Source: an optimization exercise on an open RTL-to-GDS flow (aim: small area). Production flows keep margins and buffers that such runs may drop.
RTL that was checked went through simulation tests only; none was proved equivalent to the original.
Power and IR drop assume default switching activity.

==> raven: inputs <==
==> flow/design.v <==
`timescale 1ns / 1ps
module uart_stopwatch (
    input        clk,
    input        rst,
    input        btn_R,
    input        btn_L,
    input        btn_U,
    input        rx,
    output       tx,
    output [3:0] fnd_com,
    output [7:0] fnd_data
);
    reg [2:0] bcnt;
    wire      btick = (bcnt == 3'd0);
    always @(posedge clk, posedge rst) begin
        if (rst) bcnt <= 3'd6;
        else if (bcnt == 3'd5) bcnt <= 3'd0;
        else if (bcnt == 3'd6) bcnt <= 3'd1;
        else bcnt <= bcnt + 3'd1;
    end
    localparam [7:0] R_IDLE = 8'hFF, R_DONE = 8'h99, R_FIRST = 8'h08;
    reg  [7:0] rc;
    reg  [7:0] rxd;   
    wire       r_wait   = (rc == R_IDLE) | (rc == R_DONE);
    wire       rx_done  = (rc == R_DONE);
    wire       r_start  = (rc[7:5] == 3'd0);   
    wire       r_sample = btick & (rc[3:0] == 4'hF) & (rc[7:4] != 4'h0) & ~r_wait;
    always @(posedge clk, posedge rst) begin
        if (rst) rc <= R_IDLE;
        else if (r_wait) rc <= rx ? R_IDLE : R_FIRST;
        else if (btick) rc <= rc + 8'd1;
    end
    always @(posedge clk) begin
        if (r_sample) rxd <= {rx, r_start ? 7'd0 : rxd[7:1]};
    end
    reg  [7:0] tc;
    reg        busy;
    reg        tx_reg;
    reg  [7:0] dbuf;
    wire       t_idle = (tc[7:4] == 4'h1);
    wire       t_start_bit = ~tc[7] & (tc[6:4] == 3'd7);
    wire       txE;
    wire       t_go = t_idle & ~txE;
    always @(posedge clk, posedge rst) begin
        if (rst) begin
            tc     <= 8'h10;
            busy   <= 1'b0;
            tx_reg <= 1'b1;
        end else begin
            if (t_idle) tc <= txE ? 8'h10 : 8'h70;
            else if (btick) tc <= tc + 8'd1;
            busy   <= ~t_idle;
            tx_reg <= tc[7] ? dbuf[tc[6:4]] : ~t_start_bit;
        end
    end
    assign tx = tx_reg;
    reg  [3:0] H, B, T, Y, C;
    reg        cpend, wfix;
    reg  [127:0] ring;   
    wire rxE = (T == B);
    wire rxF = (T == {~B[3], B[2:0]});
    assign txE = (B == H);
    wire txF = (B == {~H[3], H[2:0]});
    wire incT = rx_done & ~rxF;
    wire incB = ~rxE & ~txF;
    wire incH = ~busy & ~txE;
    wire cap = cpend & (Y == C);          
    wire ins = (Y == T) & (~(rxF & txF) | cap);
    wire cpend_next = t_go | (cpend & ~cap);
    always @(posedge clk, posedge rst) begin
        if (rst) begin
            H <= 4'd0;
            B <= 4'd0;
            T <= 4'd0;
            Y <= 4'd0;
            cpend <= 1'b0;
            wfix  <= 1'b0;
        end else begin
            if (incH) H <= H + 4'd1;
            if (incB) B <= B + 4'd1;
            if (incT) T <= T + 4'd1;
            Y <= Y + 4'd1;
            cpend <= cpend_next;
            wfix  <= cpend_next & (wfix | incT);
        end
    end
    always @(posedge clk) begin
        ring <= {ring[119:0], (ins | (cap & wfix)) ? rxd : ring[127:120]};
        if (t_go) C <= H;
        if (cap) dbuf <= ring[127:120];
    end
    reg [1:0] cmd;
    always @(posedge clk, posedge rst) begin
        if (rst) cmd <= 2'd0;
        else if (rxE | r_start) cmd <= 2'd0;
        else if (rxd == 8'h72) cmd <= 2'd1;
        else if (rxd == 8'h6D) cmd <= 2'd2;
        else if (rxd == 8'h63) cmd <= 2'd3;
        else cmd <= 2'd0;
    end
    reg [2:0] dR, dL, dU;
    always @(posedge clk, posedge rst) begin
        if (rst) begin
            dR <= 3'd0;
            dL <= 3'd0;
            dU <= 3'd0;
        end else begin
            dR <= {btn_R & (dR[1] | dR[2]), btn_R & dR[0], btn_R & ~dR[2]};
            dL <= {btn_L & (dL[1] | dL[2]), btn_L & dL[0], btn_L & ~dL[2]};
            dU <= {btn_U & (dU[1] | dU[2]), btn_U & dU[0], btn_U & ~dU[2]};
        end
    end
    wire i_run   = (dR == 3'b110) | (cmd == 2'd1);
    wire i_mode  = (dU == 3'b110) | (cmd == 2'd2);
    wire i_clear = (dL == 3'b110) | (cmd == 2'd3);
    reg clr, mode, pause;
    always @(posedge clk, posedge rst) begin
        if (rst) begin
            clr   <= 1'b0;
            mode  <= 1'b0;
            pause <= 1'b0;
        end else if (clr) begin
            clr <= 1'b0;
        end else begin
            clr   <= i_clear;
            mode  <= mode ^ i_mode;
            pause <= pause ^ i_run;
        end
    end
    reg  [4:0] pc;
    wire       ptick = (pc == 5'd31);
    always @(posedge clk, posedge rst) begin
        if (rst) pc <= 5'd0;
        else if (~pause) begin
            if (clr) pc <= 5'd0;
            else if (ptick) pc <= 5'd1;
            else pc <= pc + 5'd1;
        end
    end
    reg [4:0] j0, j1, j2, j3;
    wire up = ~mode;
    wire e0 = up ? (j0[4] & ~j0[3]) : (~j0[4] & ~j0[0]);
    wire e1 = up ? (j1[4] & ~j1[3]) : (~j1[4] & ~j1[0]);
    wire e2 = up ? (j2[4] & ~j2[3]) : (~j2[4] & ~j2[0]);
    wire [4:0] s0 = up ? {j0[3:0], ~j0[4]} : {~j0[0], j0[4:1]};
    wire [4:0] s1 = up ? {j1[3:0], ~j1[4]} : {~j1[0], j1[4:1]};
    wire [4:0] s2 = up ? {j2[3:0], ~j2[4]} : {~j2[0], j2[4:1]};
    wire [4:0] s3 = up ? {j3[3:0], ~j3[4]} : {~j3[0], j3[4:1]};
    always @(posedge clk, posedge rst) begin
        if (rst) begin
            j0 <= 5'd0;
            j1 <= 5'd0;
            j2 <= 5'd0;
            j3 <= 5'd0;
        end else if (clr) begin
            j0 <= 5'd0;
            j1 <= 5'd0;
            j2 <= 5'd0;
            j3 <= 5'd0;
        end else if (ptick) begin
            j0 <= s0;
            if (e0) j1 <= s1;
            if (e0 & e1) j2 <= s2;
            if (e0 & e1 & e2) j3 <= s3;
        end
    end
    reg [3:0] ph;
    reg [1:0] sel;
    always @(posedge clk, posedge rst) begin
        if (rst) begin
            ph  <= 4'd10;
            sel <= 2'd0;
        end else if (ph == 4'd9) begin
            ph  <= 4'd0;
            sel <= sel + 2'd1;
        end else if (ph == 4'd10) begin
            ph <= 4'd0;
        end else begin
            ph <= ph + 4'd1;
        end
    end
    reg [4:0] dig;
    always @(*) begin
        case (sel)
            2'd0: dig = j0;
            2'd1: dig = j1;
            2'd2: dig = j2;
            default: dig = j3;
        endcase
    end
    wire [4:0] q = dig;
    wire [6:0] seg;
    assign seg[0] = (q[0] & ~q[1]) | (q[3] & ~q[4]);
    assign seg[1] = q[1] & q[4];
    assign seg[2] = q[1] & ~q[2];
    assign seg[3] = seg[0] | (~q[1] & q[2]);
    assign seg[4] = (q[0] & ~q[1]) | (q[0] & q[2]) | (~q[1] & q[2]) | (~q[3] & q[4]);
    assign seg[5] = (~q[1] & q[2]) | (q[0] & ~q[3]);
    assign seg[6] = ~q[1] & (q[2] | ~q[4]);
    assign fnd_data = {1'b1, seg};
    assign fnd_com  = ~(4'b0001 << sel);
endmodule
==> flow/flow/run.sh <==
#!/bin/bash
export CTS_ARGS="-sink_clustering_enable -repair_clock_nets -dont_use_dummy_load -sink_clustering_size 20 -sink_clustering_max_diameter 60 -buf_list sky130_fd_sc_hd__clkbuf_8"
export BUFFER_PORTS_ARGS="-buffer_cell sky130_fd_sc_hd__buf_1"
bash standard.sh > standard_flow.log 2>&1
==> flow/standard.sh <==
#!/bin/bash
# synth_recipe.tcl (not shown) runs the flow's synth.tcl, then flattens the netlist and writes it again
# the make line also repeats each setting of config.mk as NAME=value (left out here)
make -C /OpenROAD-flow-scripts/flow DESIGN_CONFIG=/design/flow/config.mk WORK_HOME=/design/flow/orfs CLKGATE_MAP_FILE= SYNTH_SCRIPT=/design/flow/synth_recipe.tcl "${@:-finish}"
==> flow/config.mk <==
export PLATFORM = sky130hd
export DESIGN_NAME = uart_stopwatch
export DESIGN_NICKNAME = uart_stopwatch
export VERILOG_FILES = /design/flow/design.v
export SDC_FILE = /design/flow/constraint.sdc
export NUM_CORES = 4
export LEC_CHECK = 0
export CAP_MARGIN = 20
export CORE_MARGIN = 2
export CORE_UTILIZATION = 50
export SLEW_MARGIN = 20
==> flow/constraint.sdc <==
create_clock -name core_clock -period 20.0 [get_ports {clk}]
set_input_delay 4.0000 -clock core_clock [delete_from_list [all_inputs] [get_ports {clk}]]
set_output_delay 4.0000 -clock core_clock [all_outputs]
set_load 0.01 [all_outputs]
==> tundra (differences from raven) <==
--- a/flow/design.v
+++ b/flow/design.v
@@ -12,12 +12,10 @@
 );
     reg [2:0] bcnt;
-    wire      btick = (bcnt == 3'd0);
+    wire      btick = (bcnt == 3'b110);
     always @(posedge clk, posedge rst) begin
-        if (rst) bcnt <= 3'd6;
-        else if (bcnt == 3'd5) bcnt <= 3'd0;
-        else if (bcnt == 3'd6) bcnt <= 3'd1;
-        else bcnt <= bcnt + 3'd1;
+        if (rst) bcnt <= 3'b010;
+        else bcnt <= {bcnt[1:0], ~bcnt[2] & (bcnt[0] | ~bcnt[1])};
     end
-    localparam [7:0] R_IDLE = 8'hFF, R_DONE = 8'h99, R_FIRST = 8'h08;
+    localparam [7:0] R_IDLE = 8'h9B, R_DONE = 8'h99, R_FIRST = 8'h08;
     reg  [7:0] rc;
     reg  [7:0] rxd;   
@@ -29,5 +27,5 @@
         if (rst) rc <= R_IDLE;
         else if (r_wait) rc <= rx ? R_IDLE : R_FIRST;
-        else if (btick) rc <= rc + 8'd1;
+        else rc <= rc + {7'd0, btick};
     end
     always @(posedge clk) begin
@@ -49,5 +47,5 @@
         end else begin
             if (t_idle) tc <= txE ? 8'h10 : 8'h70;
-            else if (btick) tc <= tc + 8'd1;
+            else tc <= tc + {7'd0, btick};
             busy   <= ~t_idle;
             tx_reg <= tc[7] ? dbuf[tc[6:4]] : ~t_start_bit;
@@ -77,7 +75,7 @@
             wfix  <= 1'b0;
         end else begin
-            if (incH) H <= H + 4'd1;
-            if (incB) B <= B + 4'd1;
-            if (incT) T <= T + 4'd1;
+            H <= H + {3'd0, incH};
+            B <= B + {3'd0, incB};
+            T <= T + {3'd0, incT};
             Y <= Y + 4'd1;
             cpend <= cpend_next;
@@ -132,9 +130,6 @@
     always @(posedge clk, posedge rst) begin
         if (rst) pc <= 5'd0;
-        else if (~pause) begin
-            if (clr) pc <= 5'd0;
-            else if (ptick) pc <= 5'd1;
-            else pc <= pc + 5'd1;
-        end
+        else if (~pause & clr) pc <= 5'd0;
+        else pc <= pc + {3'd0, ~pause & ptick, ~pause & ~ptick};   
     end
     reg [4:0] j0, j1, j2, j3;
@@ -167,15 +162,12 @@
     reg [3:0] ph;
     reg [1:0] sel;
+    wire ph_last = ph[0] & ~ph[1] & ~ph[3];
     always @(posedge clk, posedge rst) begin
         if (rst) begin
-            ph  <= 4'd10;
+            ph  <= 4'b1001;
             sel <= 2'd0;
-        end else if (ph == 4'd9) begin
-            ph  <= 4'd0;
-            sel <= sel + 2'd1;
-        end else if (ph == 4'd10) begin
-            ph <= 4'd0;
         end else begin
-            ph <= ph + 4'd1;
+            ph <= {ph[2:0], (ph[0] & ~ph[1]) | (~ph[0] & ~ph[3]) | (ph[0] & ph[3])};
+            sel <= sel + {1'b0, ph_last};
         end
     end
==> flow/flow/run.sh (replaced) <==
#!/bin/bash
# The standard layout (standard.sh) with three changes:
#  - synthesis maps the logic with the area-oriented ABC script flow/area.abc
#    (registers are mapped before ABC, exactly as in the standard synthesis);
#  - clock tree synthesis adds no dummy loads;
#  - the port buffers are the smallest buffer cell.
set -euo pipefail
W=$PWD
cat flow/abc_override.tcl synth_recipe.tcl > synth_recipe_area.tcl
sed "s#SYNTH_SCRIPT=[^ ]*#SYNTH_SCRIPT=$W/synth_recipe_area.tcl#" standard.sh > standard_area.sh
export MY_ABC_SCRIPT=$W/flow/area.abc
export CTS_ARGS="-sink_clustering_enable -repair_clock_nets -dont_use_dummy_load -sink_clustering_size 12 -sink_clustering_max_diameter 40 -buf_list sky130_fd_sc_hd__clkbuf_4"
export BUFFER_PORTS_ARGS="-buffer_cell sky130_fd_sc_hd__buf_1"
bash standard_area.sh > standard_flow.log 2>&1
==> flow/flow/abc_override.tcl (new file) <==
# Prepended to the standard flow's synthesis script: every abc call runs the ABC script
# named by MY_ABC_SCRIPT (an area-oriented mapping) instead of ORFS's.
# Registers are mapped before abc runs, so they are the standard synthesis's.
proc abc {args} {
  set i [lsearch $args -script]
  if { $i >= 0 && [info exists ::env(MY_ABC_SCRIPT)] } {
    set args [lreplace $args [expr {$i + 1}] [expr {$i + 1}] $::env(MY_ABC_SCRIPT)]
  }
  yosys abc {*}$args
}
==> flow/flow/area.abc (new file) <==
&get -n
&st
&dc2
&syn3
&synch2
&if -K 6 -a
&mfs
&st
&dch -f
&nf -a -R 2000
&put
- PLACE_DENSITY: unset -> 0.75
==> flow_metrics.py <==
metrics = {
    "timing": {
        "postLayoutSetupSlackWorst_ns": 13.51,
    },
    "synth": {
        "syn_avg_cell_area_um2": 13.7,
    },
    "global_route": {
        "grt_usage": 0.141,
    },
    "floorplan": {
        "num_tap_cells": 184,
        "die_y_um": 125,
        "core-area_um2": 14400,
    },
    "final_layout": {
        "clkbuf_count": 25,
        "stdcell_count": 762,
    },
    "pwr": {
        "seq_power_share": 0.633,
        "p_int_uw": 643,
    },
    "placement": {
        "globalplace.congestion": 0.860,
    },
    "status": {
        "outcome": "complete, no violations",
    },
}
-- figures above: tundra

==> flow_metrics.py <==
metrics = {
    "final_layout": {
        "clkbuf_count": 18,
    },
    "pwr": {
        "seq_power_share": 0.612,
        "p_int_uw": 672,
    },
    "floorplan": {
        "die_y_um": 128,
        "num_tap_cells": 188,
        "core-area_um2": 15100,
    },
    "timing": {
        "fin_tns_setup_ns": 0,
        "postLayoutSetupSlackWorst_ns": 13.69,
    },
    "synth": {
        "syn_avg_cell_area_um2": 13.1,
    },
    "global_route": {
        "grt_usage": 0.147,
    },
    "status": {
        "outcome": "complete, no violations",
    },
}
-- figures above: raven

Only the layout flow was run in raven; the RTL was not checked for function there.

-- re-timing with driven ports --
In the flow no input, the clock included, has a driving cell. The finished layouts below were timed again as built, in two steps.
Step 1 sets driving cells, clkbuf_16 on the clock port and buf_2 on the other inputs (assumed; they add their load-dependent delay and slew).
Step 2 moves the port delays by t, midway between the first and last clock arrival at a register: inputs arrive t later, outputs are due t later. That takes back most of the time a late clock gives input paths.
Slacks: ideal ports / drivers / drivers and shift; pairs: ideal ports / drivers.
| run | shift t [ns] | setup WS [ns] | worst setup path at the end | worst register clock-pin slew, ns |
|---|---|---|---|---|
| raven | 0.506 | 13.688 / 13.652 / 14.159 | register to output | 0.11 / 0.11 |
| tundra | 0.597 | 13.513 / 13.481 / 14.078 | register to output | 0.12 / 0.12 |
After both steps setup and hold are still met in every run listed.
